Context: an optimization exercise on an open-source flow, tuned for small area. The choices shown serve that exercise and are no tape-out recipe.
No functional check of the RTL was part of this run.

### flow/run.sh
#!/bin/bash
# synth_recipe.tcl (not shown) runs the flow's synth.tcl, then flattens the netlist and writes it again
# the make line also repeats each setting of config.mk as NAME=value (left out here)
make -C /OpenROAD-flow-scripts/flow DESIGN_CONFIG=/design/flow/config.mk WORK_HOME=/design/flow/orfs CLKGATE_MAP_FILE= SYNTH_SCRIPT=/design/flow/synth_recipe.tcl finish
### flow/config.mk
export PLATFORM = sky130hd
export DESIGN_NAME = acdma_top
export DESIGN_NICKNAME = acdma_top
export VERILOG_FILES = /design/flow/design.v
export SDC_FILE = /design/flow/constraint.sdc
export NUM_CORES = 4
export LEC_CHECK = 0
export CAP_MARGIN = 20
export CORE_MARGIN = 2
export CORE_UTILIZATION = 40
export PLACE_DENSITY = 0.6
export SLEW_MARGIN = 20
### flow/constraint.sdc
create_clock -name core_clock -period 4.0 [get_ports {clk}]
set_input_delay 0.8000 -clock core_clock [delete_from_list [all_inputs] [get_ports {clk}]]
set_output_delay 0.8000 -clock core_clock [all_outputs]
set_load 0.01 [all_outputs]
### flow/design.v
package AggrCDMAPkg;
    parameter int CDMA_CODE_WIDTH = 16;                      
    parameter int NUM_PORTS       = CDMA_CODE_WIDTH;         
    parameter int DATA_WIDTH      = 8;                       
    parameter int LOG_CODE_WIDTH  = $clog2(CDMA_CODE_WIDTH-1); 
    parameter int COUNTER_WIDTH   = $clog2(CDMA_CODE_WIDTH-1);   
    parameter logic [CDMA_CODE_WIDTH*CDMA_CODE_WIDTH-1:0] CDMA_CODES    
                   = { 16'd0,
                       16'd21845,
                       16'd13107,
                       16'd26214,
                       16'd3855,
                       16'd23130,
                       16'd15420,
                       16'd26985,
                       16'd255,
                       16'd21930,
                       16'd13260,
                       16'd26265,
                       16'd4080,
                       16'd23205,
                       16'd15555,
                       16'd27030};
    typedef   logic [DATA_WIDTH-1:0] dataWord;  
endpackage
module acdma_top (
  input  logic         clk,
  input  logic         rst,
  input  logic [127:0] data_in,
  output logic [127:0] decoded_out
);
  logic [15:1] chip;
  wire  [15:0] chipx = {chip, 1'b0};
  wire  [3:0]  ph = ~{chip[8], chip[4], chip[2], chip[1]};
  wire  [3:0]  nn = ~(ph + 4'h1);
  always_ff @(posedge clk) begin
    if (rst) chip <= 15'd0;
    else begin
      chip[1] <= nn[0];
      chip[2] <= nn[1];
      chip[3] <= nn[0] ^ nn[1];
      chip[4] <= nn[2];
      chip[5] <= nn[0] ^ nn[2];
      chip[6] <= nn[1] ^ nn[2];
      chip[7] <= nn[0] ^ nn[1] ^ nn[2];
      chip[8] <= nn[3];
      chip[9] <= nn[0] ^ nn[3];
      chip[10] <= nn[1] ^ nn[3];
      chip[11] <= nn[0] ^ nn[1] ^ nn[3];
      chip[12] <= nn[2] ^ nn[3];
      chip[13] <= nn[0] ^ nn[2] ^ nn[3];
      chip[14] <= nn[1] ^ nn[2] ^ nn[3];
      chip[15] <= nn[0] ^ nn[1] ^ nn[2] ^ nn[3];
    end
  end
  logic [127:0] w;
  assign w[7:0] = {~(data_in[7] ^ chipx[0]), data_in[6:0] ^ {7{chipx[0]}}};
  assign w[15:8] = {~(data_in[15] ^ chipx[1]), data_in[14:8] ^ {7{chipx[1]}}};
  assign w[23:16] = {~(data_in[23] ^ chipx[2]), data_in[22:16] ^ {7{chipx[2]}}};
  assign w[31:24] = {~(data_in[31] ^ chipx[3]), data_in[30:24] ^ {7{chipx[3]}}};
  assign w[39:32] = {~(data_in[39] ^ chipx[4]), data_in[38:32] ^ {7{chipx[4]}}};
  assign w[47:40] = {~(data_in[47] ^ chipx[5]), data_in[46:40] ^ {7{chipx[5]}}};
  assign w[55:48] = {~(data_in[55] ^ chipx[6]), data_in[54:48] ^ {7{chipx[6]}}};
  assign w[63:56] = {~(data_in[63] ^ chipx[7]), data_in[62:56] ^ {7{chipx[7]}}};
  assign w[71:64] = {~(data_in[71] ^ chipx[8]), data_in[70:64] ^ {7{chipx[8]}}};
  assign w[79:72] = {~(data_in[79] ^ chipx[9]), data_in[78:72] ^ {7{chipx[9]}}};
  assign w[87:80] = {~(data_in[87] ^ chipx[10]), data_in[86:80] ^ {7{chipx[10]}}};
  assign w[95:88] = {~(data_in[95] ^ chipx[11]), data_in[94:88] ^ {7{chipx[11]}}};
  assign w[103:96] = {~(data_in[103] ^ chipx[12]), data_in[102:96] ^ {7{chipx[12]}}};
  assign w[111:104] = {~(data_in[111] ^ chipx[13]), data_in[110:104] ^ {7{chipx[13]}}};
  assign w[119:112] = {~(data_in[119] ^ chipx[14]), data_in[118:112] ^ {7{chipx[14]}}};
  assign w[127:120] = {~(data_in[127] ^ chipx[15]), data_in[126:120] ^ {7{chipx[15]}}};
  wire ts0, tc0;
  assign {tc0, ts0} = w[120] + w[112] + w[104];
  wire ts1, tc1;
  assign {tc1, ts1} = w[96] + w[88];
  wire ts2, tc2;
  assign {tc2, ts2} = w[121] + w[113] + w[105];
  wire ts3, tc3;
  assign {tc3, ts3} = w[97] + w[89] + w[81];
  wire ts4, tc4;
  assign {tc4, ts4} = w[73] + w[65];
  wire ts5, tc5;
  assign {tc5, ts5} = w[122] + w[114] + w[106];
  wire ts6, tc6;
  assign {tc6, ts6} = w[98] + w[90] + w[82];
  wire ts7, tc7;
  assign {tc7, ts7} = w[74] + w[66] + w[58];
  wire ts8, tc8;
  assign {tc8, ts8} = w[123] + w[115] + w[107];
  wire ts9, tc9;
  assign {tc9, ts9} = w[99] + w[91] + w[83];
  wire ts10, tc10;
  assign {tc10, ts10} = w[75] + w[67] + w[59];
  wire ts11, tc11;
  assign {tc11, ts11} = w[124] + w[116] + w[108];
  wire ts12, tc12;
  assign {tc12, ts12} = w[100] + w[92] + w[84];
  wire ts13, tc13;
  assign {tc13, ts13} = w[76] + w[68] + w[60];
  wire ts14, tc14;
  assign {tc14, ts14} = w[125] + w[117] + w[109];
  wire ts15, tc15;
  assign {tc15, ts15} = w[101] + w[93] + w[85];
  wire ts16, tc16;
  assign {tc16, ts16} = w[77] + w[69] + w[61];
  wire ts17, tc17;
  assign {tc17, ts17} = w[126] + w[118] + w[110];
  wire ts18, tc18;
  assign {tc18, ts18} = w[102] + w[94] + w[86];
  wire ts19, tc19;
  assign {tc19, ts19} = w[78] + w[70] + w[62];
  wire ts20, tc20;
  assign {tc20, ts20} = w[127] + w[119] + w[111];
  wire ts21, tc21;
  assign {tc21, ts21} = w[103] + w[95] + w[87];
  wire ts22, tc22;
  assign {tc22, ts22} = w[79] + w[71] + w[63];
  wire ts23, tc23;
  assign {tc23, ts23} = w[80] + w[72] + w[64];
  wire ts24, tc24;
  assign {tc24, ts24} = w[56] + w[48] + w[40];
  wire ts25, tc25;
  assign {tc25, ts25} = tc1 + tc0 + w[57];
  wire ts26, tc26;
  assign {tc26, ts26} = w[49] + w[41] + w[33];
  wire ts27, tc27;
  assign {tc27, ts27} = w[25] + w[17] + w[9];
  wire ts28, tc28;
  assign {tc28, ts28} = tc4 + tc3 + tc2;
  wire ts29, tc29;
  assign {tc29, ts29} = w[50] + w[42] + w[34];
  wire ts30, tc30;
  assign {tc30, ts30} = w[26] + w[18] + w[10];
  wire ts31, tc31;
  assign {tc31, ts31} = w[2] + ts7;
  wire ts32, tc32;
  assign {tc32, ts32} = tc7 + tc6 + tc5;
  wire ts33, tc33;
  assign {tc33, ts33} = w[51] + w[43] + w[35];
  wire ts34, tc34;
  assign {tc34, ts34} = w[27] + w[19] + w[11];
  wire ts35, tc35;
  assign {tc35, ts35} = w[3] + ts10 + ts9;
  wire ts36, tc36;
  assign {tc36, ts36} = tc10 + tc9 + tc8;
  wire ts37, tc37;
  assign {tc37, ts37} = w[52] + w[44] + w[36];
  wire ts38, tc38;
  assign {tc38, ts38} = w[28] + w[20] + w[12];
  wire ts39, tc39;
  assign {tc39, ts39} = w[4] + ts13 + ts12;
  wire ts40, tc40;
  assign {tc40, ts40} = tc13 + tc12 + tc11;
  wire ts41, tc41;
  assign {tc41, ts41} = w[53] + w[45] + w[37];
  wire ts42, tc42;
  assign {tc42, ts42} = w[29] + w[21] + w[13];
  wire ts43, tc43;
  assign {tc43, ts43} = w[5] + ts16 + ts15;
  wire ts44, tc44;
  assign {tc44, ts44} = tc16 + tc15 + tc14;
  wire ts45, tc45;
  assign {tc45, ts45} = w[54] + w[46] + w[38];
  wire ts46, tc46;
  assign {tc46, ts46} = w[30] + w[22] + w[14];
  wire ts47, tc47;
  assign {tc47, ts47} = w[6] + ts19 + ts18;
  wire ts48, tc48;
  assign {tc48, ts48} = tc19 + tc18 + tc17;
  wire ts49, tc49;
  assign {tc49, ts49} = w[55] + w[47] + w[39];
  wire ts50, tc50;
  assign {tc50, ts50} = w[31] + w[23] + w[15];
  wire ts51, tc51;
  assign {tc51, ts51} = w[7] + ts22 + ts21;
  wire ts52, tc52;
  assign {tc52, ts52} = w[32] + w[24] + w[16];
  wire ts53, tc53;
  assign {tc53, ts53} = w[8] + w[0];
  wire ts54, tc54;
  assign {tc54, ts54} = tc24 + tc23 + w[1];
  wire ts55, tc55;
  assign {tc55, ts55} = ts4 + ts3 + ts2;
  wire ts56, tc56;
  assign {tc56, ts56} = ts27 + ts26;
  wire ts57, tc57;
  assign {tc57, ts57} = tc27 + tc26 + tc25;
  wire ts58, tc58;
  assign {tc58, ts58} = ts6 + ts5 + ts31;
  wire ts59, tc59;
  assign {tc59, ts59} = ts30 + ts29 + ts28;
  wire ts60, tc60;
  assign {tc60, ts60} = tc31 + tc30 + tc29;
  wire ts61, tc61;
  assign {tc61, ts61} = tc28 + ts8 + ts35;
  wire ts62, tc62;
  assign {tc62, ts62} = ts34 + ts33 + ts32;
  wire ts63, tc63;
  assign {tc63, ts63} = tc35 + tc34 + tc33;
  wire ts64, tc64;
  assign {tc64, ts64} = tc32 + ts11 + ts39;
  wire ts65, tc65;
  assign {tc65, ts65} = ts38 + ts37 + ts36;
  wire ts66, tc66;
  assign {tc66, ts66} = tc39 + tc38 + tc37;
  wire ts67, tc67;
  assign {tc67, ts67} = tc36 + ts14 + ts43;
  wire ts68, tc68;
  assign {tc68, ts68} = ts42 + ts41 + ts40;
  wire ts69, tc69;
  assign {tc69, ts69} = tc43 + tc42 + tc41;
  wire ts70, tc70;
  assign {tc70, ts70} = tc40 + ts17 + ts47;
  wire ts71, tc71;
  assign {tc71, ts71} = ts46 + ts45 + ts44;
  wire ts72, tc72;
  assign {tc72, ts72} = tc47 + tc46 + tc45;
  wire ts73, tc73;
  assign {tc73, ts73} = tc44 + ts20 + ts51;
  wire ts74, tc74;
  assign {tc74, ts74} = ts50 + ts49 + ts48;
  wire ts75, tc75;
  assign {tc75, ts75} = tc51 + tc50 + tc49;
  wire ts76, tc76;
  assign {tc76, ts76} = tc48 + tc22 + tc21;
  wire ts77, tc77;
  assign {tc77, ts77} = ts1 + ts0 + ts24;
  wire ts78, tc78;
  assign {tc78, ts78} = tc53 + tc52 + ts25;
  wire ts79, tc79;
  assign {tc79, ts79} = ts56 + ts55;
  wire ts80, tc80;
  assign {tc80, ts80} = tc56 + tc55 + tc54;
  wire ts81, tc81;
  assign {tc81, ts81} = ts59 + ts58 + ts57;
  wire ts82, tc82;
  assign {tc82, ts82} = tc59 + tc58 + tc57;
  wire ts83, tc83;
  assign {tc83, ts83} = ts62 + ts61 + ts60;
  wire ts84, tc84;
  assign {tc84, ts84} = tc62 + tc61 + tc60;
  wire ts85, tc85;
  assign {tc85, ts85} = ts65 + ts64 + ts63;
  wire ts86, tc86;
  assign {tc86, ts86} = tc65 + tc64 + tc63;
  wire ts87, tc87;
  assign {tc87, ts87} = ts68 + ts67 + ts66;
  wire ts88, tc88;
  assign {tc88, ts88} = tc68 + tc67 + tc66;
  wire ts89, tc89;
  assign {tc89, ts89} = ts71 + ts70 + ts69;
  wire ts90, tc90;
  assign {tc90, ts90} = tc71 + tc70 + tc69;
  wire ts91, tc91;
  assign {tc91, ts91} = ts74 + ts73 + ts72;
  wire ts92, tc92;
  assign {tc92, ts92} = tc74 + tc73 + tc72;
  wire ts93, tc93;
  assign {tc93, ts93} = tc20 + ts76 + ts75;
  wire ts94, tc94;
  assign {tc94, ts94} = ts23 + ts53;
  wire ts95, tc95;
  assign {tc95, ts95} = tc77 + ts54 + ts79;
  wire ts96, tc96;
  assign {tc96, ts96} = tc79 + tc78 + ts81;
  wire ts97, tc97;
  assign {tc97, ts97} = tc81 + tc80 + ts83;
  wire ts98, tc98;
  assign {tc98, ts98} = tc83 + tc82 + ts85;
  wire ts99, tc99;
  assign {tc99, ts99} = tc85 + tc84 + ts87;
  wire ts100, tc100;
  assign {tc100, ts100} = tc87 + tc86 + ts89;
  wire ts101, tc101;
  assign {tc101, ts101} = tc89 + tc88 + ts91;
  wire ts102, tc102;
  assign {tc102, ts102} = tc91 + tc90 + ts93;
  wire ts103, tc103;
  assign {tc103, ts103} = tc93 + tc92 + tc76;
  wire [11:0] t0 = {1'b0, tc103, ts103, ts102, ts101, ts100, ts99, ts98, ts97, ts96, ts95, ts94};
  wire [11:0] t1 = {1'b0, 1'b0, tc75, ts92, ts90, ts88, ts86, ts84, ts82, ts80, ts78, ts77};
  wire [11:0] t2 = {1'b0, 1'b0, tc102, tc101, tc100, tc99, tc98, tc97, tc96, tc95, tc94, ts52};
  logic [11:0] a0, a1, a2;
  logic [11:0] r1, r2, x;
  logic [5:0] xd;
  wire sel = ~ph[0];   
  always_ff @(posedge clk) begin
    a0 <= t0;
    a1 <= t1;
    a2 <= t2;
    r1 <= a0 + a1 + a2;
    r2 <= r1;
    x  <= (sel ? {r2[10:0], 1'b0} : r2) + (sel ? ~x : r1);
    xd <= x[11:6];
  end
  logic [7:0] sl, sh;
  logic clr_lo, clr_hi;
  assign clr_lo = (ph == 4'd4) | (ph == 4'd5);
  always_comb begin
    case (ph)
      4'd0: sl = 8'haa;
      4'd1: sl = 8'h55;
      4'd2: sl = 8'h00;
      4'd3: sl = 8'h00;
      4'd4: sl = 8'h5a;
      4'd5: sl = 8'hb4;
      4'd6: sl = 8'he1;
      4'd7: sl = 8'hc3;
      4'd8: sl = 8'ha5;
      4'd9: sl = 8'h4b;
      4'd10: sl = 8'h1e;
      4'd11: sl = 8'h3c;
      4'd12: sl = 8'h99;
      4'd13: sl = 8'h33;
      4'd14: sl = 8'h66;
      4'd15: sl = 8'hcc;
      default: sl = 8'h00;
    endcase
  end
  always_ff @(posedge clk) begin
    sh <= sl;
    clr_hi <= clr_lo;
  end
  logic [5:0] klo [0:7];
  logic [5:0] khi [0:7];
  assign klo[0] = ph[0] ? 6'h3c : 6'h3c;
  assign khi[0] = ph[0] ? 6'h3f : 6'h3f;
  assign klo[1] = ph[0] ? 6'h3c : 6'h3c;
  assign khi[1] = ph[0] ? 6'h3f : 6'h3f;
  assign klo[2] = ph[0] ? 6'h3c : 6'h38;
  assign khi[2] = ph[0] ? 6'h1 : 6'h3f;
  assign klo[3] = ph[0] ? 6'h0 : 6'h3c;
  assign khi[3] = ph[0] ? 6'h3f : 6'h0;
  assign klo[4] = ph[0] ? 6'h3c : 6'h3c;
  assign khi[4] = ph[0] ? 6'h3f : 6'h3f;
  assign klo[5] = ph[0] ? 6'h3c : 6'h3c;
  assign khi[5] = ph[0] ? 6'h3f : 6'h3f;
  assign klo[6] = ph[0] ? 6'h3c : 6'h3c;
  assign khi[6] = ph[0] ? 6'h3f : 6'h3f;
  assign klo[7] = ph[0] ? 6'h3c : 6'h3c;
  assign khi[7] = ph[0] ? 6'h3f : 6'h3f;
  logic [11:0] ring [0:15];
  logic [7:0]  cy;
  wire [5:0] la0 = clr_lo ? klo[0] : ring[0][5:0];
  wire [5:0] lb0 = x[5:0] ^ {6{sl[0]}};
  wire [6:0] lc0;
  wire [5:0] ls0;
  assign lc0[0] = 1'b0;
  assign {lc0[1], ls0[0]} = la0[0] + lb0[0] + lc0[0];
  assign {lc0[2], ls0[1]} = la0[1] + lb0[1] + lc0[1];
  assign {lc0[3], ls0[2]} = la0[2] + lb0[2] + lc0[2];
  assign {lc0[4], ls0[3]} = la0[3] + lb0[3] + lc0[3];
  assign {lc0[5], ls0[4]} = la0[4] + lb0[4] + lc0[4];
  assign {lc0[6], ls0[5]} = la0[5] + lb0[5] + lc0[5];
  wire [5:0] ha0 = clr_hi ? khi[0] : ring[1][11:6];
  wire [5:0] hb0 = xd ^ {6{sh[0]}};
  wire [5:0] hc0;
  wire [5:0] hs0;
  assign hc0[0] = cy[0];
  assign {hc0[1], hs0[0]} = ha0[0] + hb0[0] + hc0[0];
  assign {hc0[2], hs0[1]} = ha0[1] + hb0[1] + hc0[1];
  assign {hc0[3], hs0[2]} = ha0[2] + hb0[2] + hc0[2];
  assign {hc0[4], hs0[3]} = ha0[3] + hb0[3] + hc0[3];
  assign {hc0[5], hs0[4]} = ha0[4] + hb0[4] + hc0[4];
  assign hs0[5] = ha0[5] ^ hb0[5] ^ hc0[5];
  wire [5:0] la1 = clr_lo ? klo[1] : ring[2][5:0];
  wire [5:0] lb1 = x[5:0] ^ {6{sl[1]}};
  wire [6:0] lc1;
  wire [5:0] ls1;
  assign lc1[0] = 1'b0;
  assign {lc1[1], ls1[0]} = la1[0] + lb1[0] + lc1[0];
  assign {lc1[2], ls1[1]} = la1[1] + lb1[1] + lc1[1];
  assign {lc1[3], ls1[2]} = la1[2] + lb1[2] + lc1[2];
  assign {lc1[4], ls1[3]} = la1[3] + lb1[3] + lc1[3];
  assign {lc1[5], ls1[4]} = la1[4] + lb1[4] + lc1[4];
  assign {lc1[6], ls1[5]} = la1[5] + lb1[5] + lc1[5];
  wire [5:0] ha1 = clr_hi ? khi[1] : ring[3][11:6];
  wire [5:0] hb1 = xd ^ {6{sh[1]}};
  wire [5:0] hc1;
  wire [5:0] hs1;
  assign hc1[0] = cy[1];
  assign {hc1[1], hs1[0]} = ha1[0] + hb1[0] + hc1[0];
  assign {hc1[2], hs1[1]} = ha1[1] + hb1[1] + hc1[1];
  assign {hc1[3], hs1[2]} = ha1[2] + hb1[2] + hc1[2];
  assign {hc1[4], hs1[3]} = ha1[3] + hb1[3] + hc1[3];
  assign {hc1[5], hs1[4]} = ha1[4] + hb1[4] + hc1[4];
  assign hs1[5] = ha1[5] ^ hb1[5] ^ hc1[5];
  wire [5:0] la2 = clr_lo ? klo[2] : ring[4][5:0];
  wire [5:0] lb2 = x[5:0] ^ {6{sl[2]}};
  wire [6:0] lc2;
  wire [5:0] ls2;
  assign lc2[0] = 1'b0;
  assign {lc2[1], ls2[0]} = la2[0] + lb2[0] + lc2[0];
  assign {lc2[2], ls2[1]} = la2[1] + lb2[1] + lc2[1];
  assign {lc2[3], ls2[2]} = la2[2] + lb2[2] + lc2[2];
  assign {lc2[4], ls2[3]} = la2[3] + lb2[3] + lc2[3];
  assign {lc2[5], ls2[4]} = la2[4] + lb2[4] + lc2[4];
  assign {lc2[6], ls2[5]} = la2[5] + lb2[5] + lc2[5];
  wire [5:0] ha2 = clr_hi ? khi[2] : ring[5][11:6];
  wire [5:0] hb2 = xd ^ {6{sh[2]}};
  wire [5:0] hc2;
  wire [5:0] hs2;
  assign hc2[0] = cy[2];
  assign {hc2[1], hs2[0]} = ha2[0] + hb2[0] + hc2[0];
  assign {hc2[2], hs2[1]} = ha2[1] + hb2[1] + hc2[1];
  assign {hc2[3], hs2[2]} = ha2[2] + hb2[2] + hc2[2];
  assign {hc2[4], hs2[3]} = ha2[3] + hb2[3] + hc2[3];
  assign {hc2[5], hs2[4]} = ha2[4] + hb2[4] + hc2[4];
  assign hs2[5] = ha2[5] ^ hb2[5] ^ hc2[5];
  wire [5:0] la3 = clr_lo ? klo[3] : ring[6][5:0];
  wire [5:0] lb3 = x[5:0] ^ {6{sl[3]}};
  wire [6:0] lc3;
  wire [5:0] ls3;
  assign lc3[0] = 1'b0;
  assign {lc3[1], ls3[0]} = la3[0] + lb3[0] + lc3[0];
  assign {lc3[2], ls3[1]} = la3[1] + lb3[1] + lc3[1];
  assign {lc3[3], ls3[2]} = la3[2] + lb3[2] + lc3[2];
  assign {lc3[4], ls3[3]} = la3[3] + lb3[3] + lc3[3];
  assign {lc3[5], ls3[4]} = la3[4] + lb3[4] + lc3[4];
  assign {lc3[6], ls3[5]} = la3[5] + lb3[5] + lc3[5];
  wire [5:0] ha3 = clr_hi ? khi[3] : ring[7][11:6];
  wire [5:0] hb3 = xd ^ {6{sh[3]}};
  wire [5:0] hc3;
  wire [5:0] hs3;
  assign hc3[0] = cy[3];
  assign {hc3[1], hs3[0]} = ha3[0] + hb3[0] + hc3[0];
  assign {hc3[2], hs3[1]} = ha3[1] + hb3[1] + hc3[1];
  assign {hc3[3], hs3[2]} = ha3[2] + hb3[2] + hc3[2];
  assign {hc3[4], hs3[3]} = ha3[3] + hb3[3] + hc3[3];
  assign {hc3[5], hs3[4]} = ha3[4] + hb3[4] + hc3[4];
  assign hs3[5] = ha3[5] ^ hb3[5] ^ hc3[5];
  wire [5:0] la4 = clr_lo ? klo[4] : ring[8][5:0];
  wire [5:0] lb4 = x[5:0] ^ {6{sl[4]}};
  wire [6:0] lc4;
  wire [5:0] ls4;
  assign lc4[0] = 1'b0;
  assign {lc4[1], ls4[0]} = la4[0] + lb4[0] + lc4[0];
  assign {lc4[2], ls4[1]} = la4[1] + lb4[1] + lc4[1];
  assign {lc4[3], ls4[2]} = la4[2] + lb4[2] + lc4[2];
  assign {lc4[4], ls4[3]} = la4[3] + lb4[3] + lc4[3];
  assign {lc4[5], ls4[4]} = la4[4] + lb4[4] + lc4[4];
  assign {lc4[6], ls4[5]} = la4[5] + lb4[5] + lc4[5];
  wire [5:0] ha4 = clr_hi ? khi[4] : ring[9][11:6];
  wire [5:0] hb4 = xd ^ {6{sh[4]}};
  wire [5:0] hc4;
  wire [5:0] hs4;
  assign hc4[0] = cy[4];
  assign {hc4[1], hs4[0]} = ha4[0] + hb4[0] + hc4[0];
  assign {hc4[2], hs4[1]} = ha4[1] + hb4[1] + hc4[1];
  assign {hc4[3], hs4[2]} = ha4[2] + hb4[2] + hc4[2];
  assign {hc4[4], hs4[3]} = ha4[3] + hb4[3] + hc4[3];
  assign {hc4[5], hs4[4]} = ha4[4] + hb4[4] + hc4[4];
  assign hs4[5] = ha4[5] ^ hb4[5] ^ hc4[5];
  wire [5:0] la5 = clr_lo ? klo[5] : ring[10][5:0];
  wire [5:0] lb5 = x[5:0] ^ {6{sl[5]}};
  wire [6:0] lc5;
  wire [5:0] ls5;
  assign lc5[0] = 1'b0;
  assign {lc5[1], ls5[0]} = la5[0] + lb5[0] + lc5[0];
  assign {lc5[2], ls5[1]} = la5[1] + lb5[1] + lc5[1];
  assign {lc5[3], ls5[2]} = la5[2] + lb5[2] + lc5[2];
  assign {lc5[4], ls5[3]} = la5[3] + lb5[3] + lc5[3];
  assign {lc5[5], ls5[4]} = la5[4] + lb5[4] + lc5[4];
  assign {lc5[6], ls5[5]} = la5[5] + lb5[5] + lc5[5];
  wire [5:0] ha5 = clr_hi ? khi[5] : ring[11][11:6];
  wire [5:0] hb5 = xd ^ {6{sh[5]}};
  wire [5:0] hc5;
  wire [5:0] hs5;
  assign hc5[0] = cy[5];
  assign {hc5[1], hs5[0]} = ha5[0] + hb5[0] + hc5[0];
  assign {hc5[2], hs5[1]} = ha5[1] + hb5[1] + hc5[1];
  assign {hc5[3], hs5[2]} = ha5[2] + hb5[2] + hc5[2];
  assign {hc5[4], hs5[3]} = ha5[3] + hb5[3] + hc5[3];
  assign {hc5[5], hs5[4]} = ha5[4] + hb5[4] + hc5[4];
  assign hs5[5] = ha5[5] ^ hb5[5] ^ hc5[5];
  wire [5:0] la6 = clr_lo ? klo[6] : ring[12][5:0];
  wire [5:0] lb6 = x[5:0] ^ {6{sl[6]}};
  wire [6:0] lc6;
  wire [5:0] ls6;
  assign lc6[0] = 1'b0;
  assign {lc6[1], ls6[0]} = la6[0] + lb6[0] + lc6[0];
  assign {lc6[2], ls6[1]} = la6[1] + lb6[1] + lc6[1];
  assign {lc6[3], ls6[2]} = la6[2] + lb6[2] + lc6[2];
  assign {lc6[4], ls6[3]} = la6[3] + lb6[3] + lc6[3];
  assign {lc6[5], ls6[4]} = la6[4] + lb6[4] + lc6[4];
  assign {lc6[6], ls6[5]} = la6[5] + lb6[5] + lc6[5];
  wire [5:0] ha6 = clr_hi ? khi[6] : ring[13][11:6];
  wire [5:0] hb6 = xd ^ {6{sh[6]}};
  wire [5:0] hc6;
  wire [5:0] hs6;
  assign hc6[0] = cy[6];
  assign {hc6[1], hs6[0]} = ha6[0] + hb6[0] + hc6[0];
  assign {hc6[2], hs6[1]} = ha6[1] + hb6[1] + hc6[1];
  assign {hc6[3], hs6[2]} = ha6[2] + hb6[2] + hc6[2];
  assign {hc6[4], hs6[3]} = ha6[3] + hb6[3] + hc6[3];
  assign {hc6[5], hs6[4]} = ha6[4] + hb6[4] + hc6[4];
  assign hs6[5] = ha6[5] ^ hb6[5] ^ hc6[5];
  wire [5:0] la7 = clr_lo ? klo[7] : ring[14][5:0];
  wire [5:0] lb7 = x[5:0] ^ {6{sl[7]}};
  wire [6:0] lc7;
  wire [5:0] ls7;
  assign lc7[0] = 1'b0;
  assign {lc7[1], ls7[0]} = la7[0] + lb7[0] + lc7[0];
  assign {lc7[2], ls7[1]} = la7[1] + lb7[1] + lc7[1];
  assign {lc7[3], ls7[2]} = la7[2] + lb7[2] + lc7[2];
  assign {lc7[4], ls7[3]} = la7[3] + lb7[3] + lc7[3];
  assign {lc7[5], ls7[4]} = la7[4] + lb7[4] + lc7[4];
  assign {lc7[6], ls7[5]} = la7[5] + lb7[5] + lc7[5];
  wire [5:0] ha7 = clr_hi ? khi[7] : ring[15][11:6];
  wire [5:0] hb7 = xd ^ {6{sh[7]}};
  wire [5:0] hc7;
  wire [5:0] hs7;
  assign hc7[0] = cy[7];
  assign {hc7[1], hs7[0]} = ha7[0] + hb7[0] + hc7[0];
  assign {hc7[2], hs7[1]} = ha7[1] + hb7[1] + hc7[1];
  assign {hc7[3], hs7[2]} = ha7[2] + hb7[2] + hc7[2];
  assign {hc7[4], hs7[3]} = ha7[3] + hb7[3] + hc7[3];
  assign {hc7[5], hs7[4]} = ha7[4] + hb7[4] + hc7[4];
  assign hs7[5] = ha7[5] ^ hb7[5] ^ hc7[5];
  always_ff @(posedge clk) begin
    ring[1] <= {ring[0][11:6], ls0};
    cy[0] <= lc0[6];
    ring[2] <= {hs0, ring[1][5:0]};
    ring[3] <= {ring[2][11:6], ls1};
    cy[1] <= lc1[6];
    ring[4] <= {hs1, ring[3][5:0]};
    ring[5] <= {ring[4][11:6], ls2};
    cy[2] <= lc2[6];
    ring[6] <= {hs2, ring[5][5:0]};
    ring[7] <= {ring[6][11:6], ls3};
    cy[3] <= lc3[6];
    ring[8] <= {hs3, ring[7][5:0]};
    ring[9] <= {ring[8][11:6], ls4};
    cy[4] <= lc4[6];
    ring[10] <= {hs4, ring[9][5:0]};
    ring[11] <= {ring[10][11:6], ls5};
    cy[5] <= lc5[6];
    ring[12] <= {hs5, ring[11][5:0]};
    ring[13] <= {ring[12][11:6], ls6};
    cy[6] <= lc6[6];
    ring[14] <= {hs6, ring[13][5:0]};
    ring[15] <= {ring[14][11:6], ls7};
    cy[7] <= lc7[6];
    ring[0] <= {hs7, ring[15][5:0]};
  end
  logic [1:0] cap [0:7];
  always_ff @(posedge clk) begin
    cap[0] <= ring[4][5:4];
    cap[1] <= ring[6][5:4];
    cap[2] <= ring[8][5:4];
    cap[3] <= ring[10][5:4];
    cap[4] <= ring[12][5:4];
    cap[5] <= ring[14][5:4];
    cap[6] <= ring[0][5:4];
    cap[7] <= ring[2][5:4];
  end
  assign decoded_out[7:0] = {ring[5][11:6], cap[0]};
  assign decoded_out[15:8] = ring[6][11:4];
  assign decoded_out[23:16] = {ring[7][11:6], cap[1]};
  assign decoded_out[31:24] = ring[8][11:4];
  assign decoded_out[39:32] = {ring[9][11:6], cap[2]};
  assign decoded_out[47:40] = ring[10][11:4];
  assign decoded_out[55:48] = {ring[11][11:6], cap[3]};
  assign decoded_out[63:56] = ring[12][11:4];
  assign decoded_out[71:64] = {ring[13][11:6], cap[4]};
  assign decoded_out[79:72] = ring[14][11:4];
  assign decoded_out[87:80] = {ring[15][11:6], cap[5]};
  assign decoded_out[95:88] = ring[0][11:4];
  assign decoded_out[103:96] = {ring[1][11:6], cap[6]};
  assign decoded_out[111:104] = ring[2][11:4];
  assign decoded_out[119:112] = {ring[3][11:6], cap[7]};
  assign decoded_out[127:120] = ring[4][11:4];
endmodule
==> results.txt <==
[layout make-up]
type	count	area [µm²]	area share
Clock buffer	51	1030	0.0517
Clock inverter	11	174	0.00876
Inverter	177	667	0.0336
Multi-Input combinational cell	734	8190	0.413
Sequential cell	313	6270	0.316
Tap cell	525	657	0.0331
Timing Repair Buffer	293	2870	0.144
[placed cells by master (no fill, tap or decap), types with 4 or more instances in the layout]
cell,n
clkbuf_8,7
a21o_1,6
nand3_1,4
a21oi_1,30
nand2_1,14
a21oi_4,6
mux2i_1,5
inv_2,4
buf_4,34
xnor2_1,206
fa_2,10
xor2_1,56
clkbuf_16,36
nand2b_1,25
clkbuf_1,8
clkinv_2,4
nor2b_1,5
dfxtp_1,311
inv_1,172
bufinv_16,4
or2_2,24
ha_1,40
clkdlybuf4s50_1,257
mux2_2,10
nor2_1,50
o21ai_0,10
fa_1,179
and2_1,16
[through the flow]
stage                     setup WS (ps)  hold WS (ps)
after detailed placement           -259           312
after global placement             -261           310
final                               204           309
after CTS                          18.4           309
after floorplan                    7.74           310
after global routing               18.3           317
[worst max-delay path: stages (launching register included)]
cell	delay (ps)
dfxtp_2	410
inv_4	70
ha_1	210
a211oi_1	370
a21oi_4	70
xnor2_1	140
ha_1	220
fa_1	440
fa_1	430
fa_1	440
fa_1	410
inv_1	100
fa_1	410
inv_1	50
[sequential cells by signal, summed over array words and instances (netlist names), 8 cells and up]
| name | count |
|---|---|
| a0 | 11 |
| r2 | 12 |
| a1 | 10 |
| r1 | 12 |
| x | 12 |
| sh | 8 |
| cy | 8 |
| cap | 16 |
| chip | 15 |
| ring | 192 |
| a2 | 10 |
[worst max-delay path by stage]
stage                             startpoint                   to  cells past startpoint
after global placement           data_in[83]        a0[3]$_DFF_P_                     12
after floorplan           chip[1]$_SDFF_PP0_  ring[15][5]$_DFF_P_                     17
final                     chip[1]$_SDFF_PP0_  ring[13][5]$_DFF_P_                     13
after global routing      chip[2]$_SDFF_PP0_   ring[7][5]$_DFF_P_                     14
after CTS                 chip[2]$_SDFF_PP0_   ring[7][5]$_DFF_P_                     14
after detailed placement         data_in[83]        a0[3]$_DFF_P_                     12
[cells by family after synthesis]
| family | synth area share |
|---|---|
| XOR/XNOR | 0.145 |
| AO/OA/AOI/OAI | 0.0334 |
| flip-flops | 0.389 |
| buffers and inverters | 0.108 |
| AND/OR/NAND/NOR | 0.0477 |
| multiplexers | 0.0101 |
| adder cells (fa/ha/maj) | 0.267 |
[metal layers]
layer | share of wire | up-vias | track usage
met2 | 0.51 | 235 | 0.300
met1 | 0.42 | 4474 | 0.204
li1 | - | 4371 | -
met4 | 0.016 | 0 | 0.0370
met5 | 0 | - | 0
met3 | 0.053 | 39 | 0.0294
[repair_timing]
item | CTS | global route
setup endpoints to repair | 0 | 4
resized for setup | 0 | 3
setup buffers | 0 | 2
==> impl_metrics.json <==
{
  "grt_antenna_before_repair": 0,
  "period_needed_ps": 3800,
  "drive_gt1_frac": 0.105,
  "clockBufferDepth": 3,
  "drc": 0,
  "finalCritPeriodShare": 0.949,
  "hold_depth": 0,
  "ys.warnings.count": 5,
  "via_per_inst": 4.33,
  "synthFlopType": "dfxtp_1",
  "drv_slew": 0,
  "reg2reg_to": "ring[13][5]$_DFF_P_",
  "seq_area_frac_synth": 0.389,
  "dp.cells": 2040,
  "drt-total-wl_um": 33200,
  "fin_tns_setup_ps": 0,
  "cp-end-kind": "flop",
  "num_io_pins": 258,
  "hold_viol": 0,
  "io_buffers": 257,
  "crit_required_ps": 4460,
  "synth_edf_count": 0,
  "numCtsBuffers": 35,
  "grt_pass1_wl_um": 53300,
  "ant_nets": 0,
  "cts.clk_slew.worst_paths_ps": 60,
  "synthArstFlopShare": 0,
  "core_mm2": 0.0397,
  "cts_tree": "yes",
  "rsz0062_at_grt": "no",
  "placementRows": 73,
  "dpl.hpwl_um": 27500,
  "die_area_mm2": 0.0419,
  "grt_max_degree": 46,
  "grt_pass1_vias": 10100,
  "reg2reg_slack_ps": 200,
  "cts_num_sinks": 313,
  "die_w_um": 205,
  "placed_cell_area_mm2": 0.0186,
  "start_util": 0.406,
  "final-setup-viol-count": 0,
  "n_antenna_cell": 0,
  "htree_levels": 2,
  "final.setup_skew_ps": 17.9,
  "hold_end": "ring[6][2]$_DFF_P_",
  "grt_overflow": 0,
  "drt-initial-drc-count": 236,
  "netlist_top_cells_count": "313 x dfxtp_1, 206 x xnor2_1, 189 x fa_1",
  "synthesis.instances": 1390,
  "synth_top_area_share": 0.389,
  "clk_latency_ps": 510,
  "synth_area_leader_cell": "dfxtp_1",
  "synth.area.top_cells": "dfxtp_1 39%, fa_1 23%, xnor2_1 11%",
  "nFillCells": 3559,
  "finalNonFillerCells": 2104,
  "cp-start-kind": "flop",
  "synth.distinct_cells": 47,
  "arrival_ps": 4250,
  "relSlewSlack": 0.553,
  "avgSynthCellArea_um2": 11.6,
  "final_area_mm2": 0.0199,
  "drtPass1Iterations": 4,
  "hp-class": "flop to flop",
  "maxCapViolCount": 0,
  "grt_use_total": 0.165,
  "vias": 9119,
  "rr_startpoint": "chip[1]$_SDFF_PP0_",
  "r2r_cells": 13,
  "ys_ff_latch": 313,
  "nNetsFinal": 1915,
  "worst-setup-path-type": "flop to flop",
  "critPathMaxFanout": 4,
  "die_h_um": 205,
  "syn_to_final_growth_pct": 23.1,
  "syn_area_mm2": 0.0161,
  "syn_nets": 1751,
  "max_clock_freq_ghz": 0.263,
  "fin_util": 0.500,
  "status": "timing/DRC/antenna clean",
  "cts_root_buf": "clkbuf_16",
  "gp_congestion": 0.869,
  "worstMarginPinSlew_ps": 669,
  "hold_start": "ring[5][2]$_DFF_P_",
  "wl_per_cell_um": 15.8,
  "cts_hold_buf": 0,
  "yosysMostFrequentCell": "dfxtp_1"
}

## separate check: timing with driven ports
The flow's constraints put no driver on any port. The routed layout listed below was extracted and timed again, unchanged, in two steps.
Step 1: set_driving_cell puts a clkbuf_16 on clk and a buf_2 on each other input, an assumption about the parent block.
Step 2 also shifts input and output timing later by t, the mid clock arrival at the registers, as if the neighbouring blocks saw the same clock.
Three values: ideal, step 1, step 2; two values: the first two.
t, ns: 0.551
slack for setup (ns): 0.204 / 0.204 / -0.256
worst register clock-pin slew, ns: 0.06 / 0.06
worst slew at a driven data input, ns: 0.06
Met with ideal ports but missed after step 2: setup timing in this run. For this run, drivers alone change the setup slack by 0.000 ns; drivers and shift together by -0.460 ns.
